What follows belongs to an exercise in optimizing a design on an open flow for a short achievable clock period and few clock cycles; a production flow would make more cautious choices.
RTL that was checked went through simulation tests only; none was proved equivalent to the original.
Power is estimated from default activity; no workload was simulated.

## v6
Design processor, start of the top module:
module processor( input         clk, reset,
                  output [31:0] pc,
                  input  [31:0] instruction,
                  output        WE,
                  output [31:0] address_to_mem,
                  output [31:0] data_to_mem,
                  input  [31:0] data_from_mem
                );
Settings: LEC_CHECK=0, CAP_MARGIN=20, CORE_MARGIN=2, CORE_UTILIZATION=40, SLEW_MARGIN=20; clock period 11.0 ns.
standard.sh (not shown) runs the stock make flow with config.mk's settings and CLKGATE_MAP_FILE= SYNTH_SCRIPT=/design/flow/synth_recipe.tcl, a recipe that flattens the netlist after the stock synthesis.
==> flow/flow/run.sh <==
#!/bin/bash
# Standard ORFS layout, with timing repair aimed below the design's clock
# period, plain buffers on the ports and free resizing of cells.
set -euo pipefail
bash standard.sh SETUP_SLACK_MARGIN=7.6 'BUFFER_PORTS_ARGS=-buffer_cell sky130_fd_sc_hd__buf_8' MATCH_CELL_FOOTPRINT=0 finish > std_flow.log 2>&1
Testbench counts of v6, summed over its fixed seeds: cycles 64,204.
Input changes introduced in v7 (baseline for comparison: v6):
==> flow/flow/run.sh <==
#!/bin/bash
# Standard ORFS layout, with timing repair aimed below the design's clock period.
set -euo pipefail
bash standard.sh SETUP_SLACK_MARGIN=7.6 finish > std_flow.log 2>&1
--- outcome ---
- Diff v6 -> v7: number of buffers inserted during clock tree synthesis +2, number of sequential storage elements flat, largest stage delay on the critical path barely changed, wire length per cell +0.39%, clock tree buffer count of the final layout went down by 11.
- The number of non-filler instances in the completed layout of v7 and that of v6 are within noise of each other.


Another version of the RTL of processor (not shown whole).
Size in the first run: about 7400 cells after synthesis.
==> flow/design.v (excerpt) <==
module processor( input         clk, reset,
                  output [31:0] pc,
                  input  [31:0] instruction,
                  output        WE,
                  output [31:0] address_to_mem,
                  output [31:0] data_to_mem,
                  input  [31:0] data_from_mem
                );
export LEC_CHECK = 0
export CAP_MARGIN = 20
export CORE_MARGIN = 2
export CORE_UTILIZATION = 40
export CTS_CLUSTER_DIAMETER = 50
export CTS_CLUSTER_SIZE = 30
export SLEW_MARGIN = 20
create_clock -name core_clock -period 11.0 [get_ports {clk}]
==> flow/flow/run.sh <==
#!/bin/bash
# Standard ORFS layout, with timing repair aimed below the design's clock
# period, plain buffers on the ports and free resizing of cells.
set -euo pipefail
bash standard.sh SETUP_SLACK_MARGIN=7.6 'BUFFER_PORTS_ARGS=-buffer_cell sky130_fd_sc_hd__buf_8' MATCH_CELL_FOOTPRINT=0 finish > std_flow.log 2>&1
The baseline finished but failed the layout checks on slew limit.
Testbench counts at the start, summed over its fixed seeds: cycles 64,204.
Then changed:
CTS_CLUSTER_DIAMETER = default   (was 50)
CTS_CLUSTER_SIZE = default   (was 30)
After rerunning: This time the run produced a clean layout. Synthesized cell count does not change. Clock skew hardly moves. Register-to-register slack degrades by 0.04 ns. Setup slack gets worse by 0.039 ns. Area after synthesis stays the same. Non-clock buffer count went down by 13. Wire length drops slightly. Cell area is lower slightly. Core utilization decreases by 0.37 points.


== old ==
processor, a different RTL version from the one above (not shown whole).
For scale: about 6,200 cells after synthesis, ~1,900 flip-flops, roughly 160 I/O pins, ~0.091 sq mm of cells after synthesis.
==> flow/config.mk <==
export PLATFORM = sky130hd
export DESIGN_NAME = processor
export DESIGN_NICKNAME = processor
export VERILOG_FILES = /design/flow/design.v
export SDC_FILE = /design/flow/constraint.sdc
export NUM_CORES = 4
export LEC_CHECK = 0
export ABC_CLOCK_PERIOD_IN_PS = 3000
export CAP_MARGIN = 20
export CORE_MARGIN = 2
export CORE_UTILIZATION = 40
export SLEW_MARGIN = 20
==> flow/constraint.sdc <==
create_clock -name core_clock -period 11.0 [get_ports {clk}]
set_input_delay 2.2000 -clock core_clock [delete_from_list [all_inputs] [get_ports {clk}]]
set_output_delay 2.2000 -clock core_clock [all_outputs]
set_load 0.01 [all_outputs]
run.sh (not shown) runs the stock make flow with config.mk's settings and CLKGATE_MAP_FILE= SYNTH_SCRIPT=/design/flow/synth_recipe.tcl, a recipe that flattens the netlist after the stock synthesis.
Stock flow here: none of the scripts above is used.
Changes in new relative to old:
Settings: a deleted ABC_CLOCK_PERIOD_IN_PS that had been 3000.
[summary]
For register-to-register slack, old and new come out practically identical. new vs. old: die extent in x roughly the same, mux share of post-synthesis cell area roughly the same.
Function was not checked in any run of this note: the RTL went through the layout flow alone.


The RTL this note starts from:
==> flow/design.v <==
`default_nettype none
module processor( input         clk, reset,
                  output [31:0] pc,
                  input  [31:0] instruction,
                  output        WE,
                  output [31:0] address_to_mem,
                  output [31:0] data_to_mem,
                  input  [31:0] data_from_mem
                );
    reg  [31:0] pc_r;
    reg  [31:0] regs [1:31];
    reg  [3:0]  btb_v;
    reg  [31:0] btb_pc [0:3];
    reg  [31:0] btb_tg [0:3];
    reg  [1:0]  btb_ptr;
    reg         x_v;
    reg  [31:0] x_pc, x_pc4, x_imm, x_rv1, x_rv2, x_ptg;
    reg  [4:0]  x_rd;
    reg         x_wr, x_use1, x_use2;
    reg         x_hM1, x_hL1, x_hM2, x_hL2;
    reg         x_ld, x_st, x_br, x_jal, x_jalr, x_lui, x_ctl, x_j4;
    reg         x_sub, x_useimm, x_sel_sum, x_sel_and, x_sel_srl, x_sel_fl;
    reg         x_beq, x_blt;
    reg         x_hit;
    reg  [1:0]  x_hidx;
    reg         m_v;
    reg  [31:0] m_res;
    reg  [4:0]  m_rd;
    reg         m_wr, m_ld;
    reg  [31:0] ar_r, dr_r;
    reg         we_r;
    reg         m_uins, m_urem;
    reg  [31:0] m_upc, m_utg;
    reg  [1:0]  m_hidx;
    reg         l_v;
    reg  [4:0]  l_rd;
    reg  [31:0] l_val;
    assign pc = pc_r;
    assign address_to_mem = ar_r;
    assign data_to_mem = dr_r;
    assign WE = we_r;
    wire [31:0] ins = instruction;
    wire [6:0]  op  = ins[6:0];
    wire [2:0]  f3  = ins[14:12];
    wire [4:0]  f_rs1 = ins[19:15];
    wire [4:0]  f_rs2 = ins[24:20];
    wire [4:0]  f_rd  = ins[11:7];
    wire f_op   = op == 7'b0110011;
    wire f_opi  = op == 7'b0010011;
    wire f_ld   = op == 7'b0000011;
    wire f_st   = op == 7'b0100011;
    wire f_br   = op == 7'b1100011;
    wire f_lui  = op == 7'b0110111;
    wire f_jal  = op == 7'b1101111;
    wire f_jalr = op == 7'b1100111;
    wire f_fl   = op == 7'b0001011;
    wire [31:0] immI = {{20{ins[31]}}, ins[31:20]};
    wire [31:0] immS = {{20{ins[31]}}, ins[31:25], ins[11:7]};
    wire [31:0] immB = {{19{ins[31]}}, ins[31], ins[7], ins[30:25], ins[11:8], 1'b0};
    wire [31:0] immU = {ins[31:12], 12'b0};
    wire [31:0] immJ = {{11{ins[31]}}, ins[31], ins[19:12], ins[20], ins[30:21], 1'b0};
    wire [31:0] f_imm = f_st ? immS : f_br ? immB : f_lui ? immU : f_jal ? immJ : immI;
    wire [31:0] f_rv1 = (f_rs1 == 5'd0) ? 32'b0 : regs[f_rs1];
    wire [31:0] f_rv2 = (f_rs2 == 5'd0) ? 32'b0 : regs[f_rs2];
    wire [31:0] pc4 = pc_r + 32'd4;
    wire [3:0] f_hitv;
    genvar gi;
    generate for (gi = 0; gi < 4; gi = gi + 1) begin : g_btb
        assign f_hitv[gi] = btb_v[gi] & (btb_pc[gi] == pc_r);
    end endgenerate
    wire f_hit = |f_hitv;
    wire [1:0] f_hidx = {f_hitv[3] | f_hitv[2], f_hitv[3] | f_hitv[1]};
    wire [31:0] f_ptg = ({32{f_hitv[0]}} & btb_tg[0]) | ({32{f_hitv[1]}} & btb_tg[1]) |
                        ({32{f_hitv[2]}} & btb_tg[2]) | ({32{f_hitv[3]}} & btb_tg[3]);
    wire [31:0] A = x_hM1 ? m_res : x_hL1 ? l_val : x_rv1;
    wire [31:0] B = x_hM2 ? m_res : x_hL2 ? l_val : x_rv2;
    wire stall = x_v & m_ld & ((x_use1 & x_hM1) | (x_use2 & x_hM2 & ~x_st));
    wire [31:0] sdata = (x_hM2 & m_ld) ? data_from_mem : B;
    wire [31:0] bsrc = x_useimm ? x_imm : B;
    wire [31:0] sum = A + (x_sub ? ~bsrc : bsrc) + {31'b0, x_sub};
    wire [31:0] and_r = A & B;
    wire [31:0] srl_r = A >> B[4:0];
    wire [7:0]  flx = A[30:23] - 8'd127;
    wire [31:0] fl_r = {{24{A[30:23] < 8'd127}}, flx};
    wire [31:0] early = x_lui ? x_imm : x_pc4;
    wire [31:0] res = x_sel_sum ? sum : x_sel_and ? and_r : x_sel_srl ? srl_r :
                      x_sel_fl ? fl_r : early;
    wire x_eq = A == B;
    wire x_lt = $signed(A) < $signed(B);
    wire x_z  = ~|((A ^ B) ^ {(A | B), 1'b0});
    wire x_taken = x_beq ? x_eq : x_blt ? x_lt : x_z;
    wire x_jfall = ~|((A ^ x_imm ^ x_pc4) ^ {((A & x_imm) | ((A | x_imm) & ~x_pc4)), 1'b0});
    wire [31:0] x_tgt = x_pc + x_imm;
    wire redir_br  = x_br & (x_taken != x_hit);
    wire redir_jal = x_jal & ~x_hit & ~x_j4;
    wire redir_jr  = x_jalr & ~(~x_hit & x_jfall);
    wire redir_bad = x_hit & ~x_ctl;
    wire redir = x_v & ~stall & (redir_br | redir_jal | redir_jr | redir_bad);
    wire [31:0] rtgt = x_jalr ? sum : ((x_br & x_taken) | x_jal) ? x_tgt : x_pc4;
    wire x_uins = (x_br & x_taken & ~x_hit) | (x_jal & ~x_hit & ~x_j4);
    wire x_urem = x_br & ~x_taken & x_hit;
    wire [31:0] wdata = m_ld ? data_from_mem : m_res;
    always @(posedge clk or posedge reset) begin
        if (reset) begin
            pc_r <= 32'b0;
            x_v <= 1'b0; m_v <= 1'b0; l_v <= 1'b0; we_r <= 1'b0;
            btb_v <= 4'b0; btb_ptr <= 2'b0;
            m_uins <= 1'b0; m_urem <= 1'b0;
        end else begin
            if (redir)          pc_r <= rtgt;
            else if (stall)     pc_r <= pc_r;
            else if (f_hit)     pc_r <= f_ptg;
            else                pc_r <= pc4;
            if (redir)          x_v <= 1'b0;
            else if (~stall)    x_v <= 1'b1;
            m_v <= x_v & ~stall;
            we_r <= x_v & ~stall & x_st;
            l_v <= m_v & m_wr;
            m_uins <= x_v & ~stall & x_uins;
            m_urem <= x_v & ~stall & x_urem;
            if (m_uins) begin
                btb_v[btb_ptr] <= 1'b1;
                btb_ptr <= btb_ptr + 2'd1;
            end else if (m_urem)
                btb_v[m_hidx] <= 1'b0;
        end
    end
    always @(posedge clk) begin
        if (m_v & m_wr) regs[m_rd] <= wdata;
        l_rd <= m_rd;
        l_val <= wdata;
        if (m_uins) begin
            btb_pc[btb_ptr] <= m_upc;
            btb_tg[btb_ptr] <= m_utg;
        end
        if (stall) begin
            x_rv1 <= A;  x_rv2 <= B;
            x_hM1 <= 1'b0; x_hL1 <= x_hM1;
            x_hM2 <= 1'b0; x_hL2 <= x_hM2;
        end else begin
            x_pc <= pc_r; x_pc4 <= pc4; x_imm <= f_imm; x_ptg <= f_ptg;
            x_rv1 <= f_rv1; x_rv2 <= f_rv2;
            x_hM1 <= x_v & x_wr & (x_rd == f_rs1);
            x_hM2 <= x_v & x_wr & (x_rd == f_rs2);
            x_hL1 <= m_v & m_wr & (m_rd == f_rs1);
            x_hL2 <= m_v & m_wr & (m_rd == f_rs2);
            x_rd <= f_rd;
            x_wr <= (f_op | f_opi | f_ld | f_lui | f_jal | f_jalr | f_fl) & (f_rd != 5'd0);
            x_use1 <= (f_op | f_opi | f_ld | f_st | f_br | f_jalr | f_fl) & (f_rs1 != 5'd0);
            x_use2 <= (f_op | f_st | f_br) & (f_rs2 != 5'd0);
            x_ld <= f_ld; x_st <= f_st; x_br <= f_br; x_jal <= f_jal; x_jalr <= f_jalr; x_lui <= f_lui;
            x_ctl <= f_br | f_jal;
            x_j4 <= f_jal & (immJ == 32'd4);
            x_sub <= f_op & (f3 == 3'b000) & (ins[31:30] == 2'b01);
            x_useimm <= f_opi | f_ld | f_st | f_jalr;
            x_sel_sum <= f_opi | f_ld | f_st | (f_op & (f3 != 3'b111) & (f3 != 3'b101));
            x_sel_and <= f_op & (f3 == 3'b111);
            x_sel_srl <= f_op & (f3 == 3'b101);
            x_sel_fl <= f_fl;
            x_beq <= f3 == 3'b000;
            x_blt <= f3 == 3'b100;
            x_hit <= f_hit;
            x_hidx <= f_hidx;
        end
        m_res <= res;
        m_rd <= x_rd; m_wr <= x_wr; m_ld <= x_ld;
        ar_r <= sum;
        dr_r <= sdata;
        m_upc <= x_pc; m_utg <= x_tgt; m_hidx <= x_hidx;
    end
endmodule
`default_nettype wire
clock: 11.0 ns
lec_check: 0
cap_margin: 20
core_margin: 2
core_utilization: 40
setup_slack_margin: 5
slew_margin: 20
==> next run, changes <==
==> flow/flow/run.sh (new file) <==
#!/bin/bash
# Standard ORFS layout, with timing repair aimed below the design's clock period.
set -euo pipefail
bash standard.sh SETUP_SLACK_MARGIN=7.6 finish > std_flow.log 2>&1
==> flow/standard.sh (new file) <==
#!/bin/bash
# synth_recipe.tcl (not shown) runs the flow's synth.tcl, then flattens the netlist and writes it again
# the make line also repeats each setting of config.mk as NAME=value (left out here)
make -C /OpenROAD-flow-scripts/flow DESIGN_CONFIG=/design/flow/config.mk WORK_HOME=/design/flow/orfs CLKGATE_MAP_FILE= SYNTH_SCRIPT=/design/flow/synth_recipe.tcl "${@:-finish}"
SETUP_SLACK_MARGIN = default   (was 5)
removed: flow/run.sh
Result: The new run completed without violations; clock skew drops by 0.035 ns; non-clock buffer count climbs by 475; utilization rises by 5.3 points; clock-buffer cell count goes down by 10; sequential share of layout area fell by 5.3 points; sequential power stays flat; cell area came out higher by 12%; die area is unchanged; global-route usage increases by 2.7 points; clock power is higher by about 2%.
Function was not checked in any run of this note: the RTL went through the layout flow alone.

==> port drivers added, routing unchanged <==
Ports are ideal in the flow. The routed layouts listed here were re-timed in OpenROAD. Step 1 assumes that a clkbuf_16 drives the clock port and a buf_2 every other input. Step 2 times the ports against the registers' clock, not the clock port: input delays grow and output delays shrink by t, the midpoint of the rising clock arrivals with the driver on. Three values: ideal, step 1, step 2; two values: the first two.
| run | t, ns | setup WS [ns] | clock arrival spread, ns | worst register clock-pin slew, ns | cell pins on the clock port's net |
|---|---|---|---|---|---|
| v6 | 0.940 | 6.629 / 6.629 / 6.355 | 0.098 / 0.098 | 0.08 / 0.08 | 1 |
| v7 | 0.948 | 6.656 / 6.656 / 6.435 | 0.070 / 0.070 | 0.07 / 0.07 | 1 |
| the first run of note 2 | 0.937 | 6.850 / 6.678 / 5.741 | 0.098 / 0.098 | 0.09 / 0.09 | 1 |
| the second run of note 2 | 0.947 | 6.811 / 6.791 / 5.844 | 0.117 / 0.116 | 0.07 / 0.07 | 1 |
| old | 0.913 | 4.196 / 4.196 / 4.196 | 0.102 / 0.102 | 0.07 / 0.07 | 1 |
| new | 0.913 | 4.196 / 4.196 / 4.196 | 0.102 / 0.102 | 0.07 / 0.07 | 1 |
| the first run of note 4 | 0.915 | 5.197 / 5.197 / 5.105 | 0.086 / 0.086 | 0.07 / 0.07 | 1 |
| the second run of note 4 | 0.928 | 6.546 / 6.546 / 6.218 | 0.049 / 0.049 | 0.07 / 0.07 | 1 |
For the first run of note 2, which loses most, drivers alone change the setup slack by -0.172 ns; drivers and shift together by -1.109 ns.
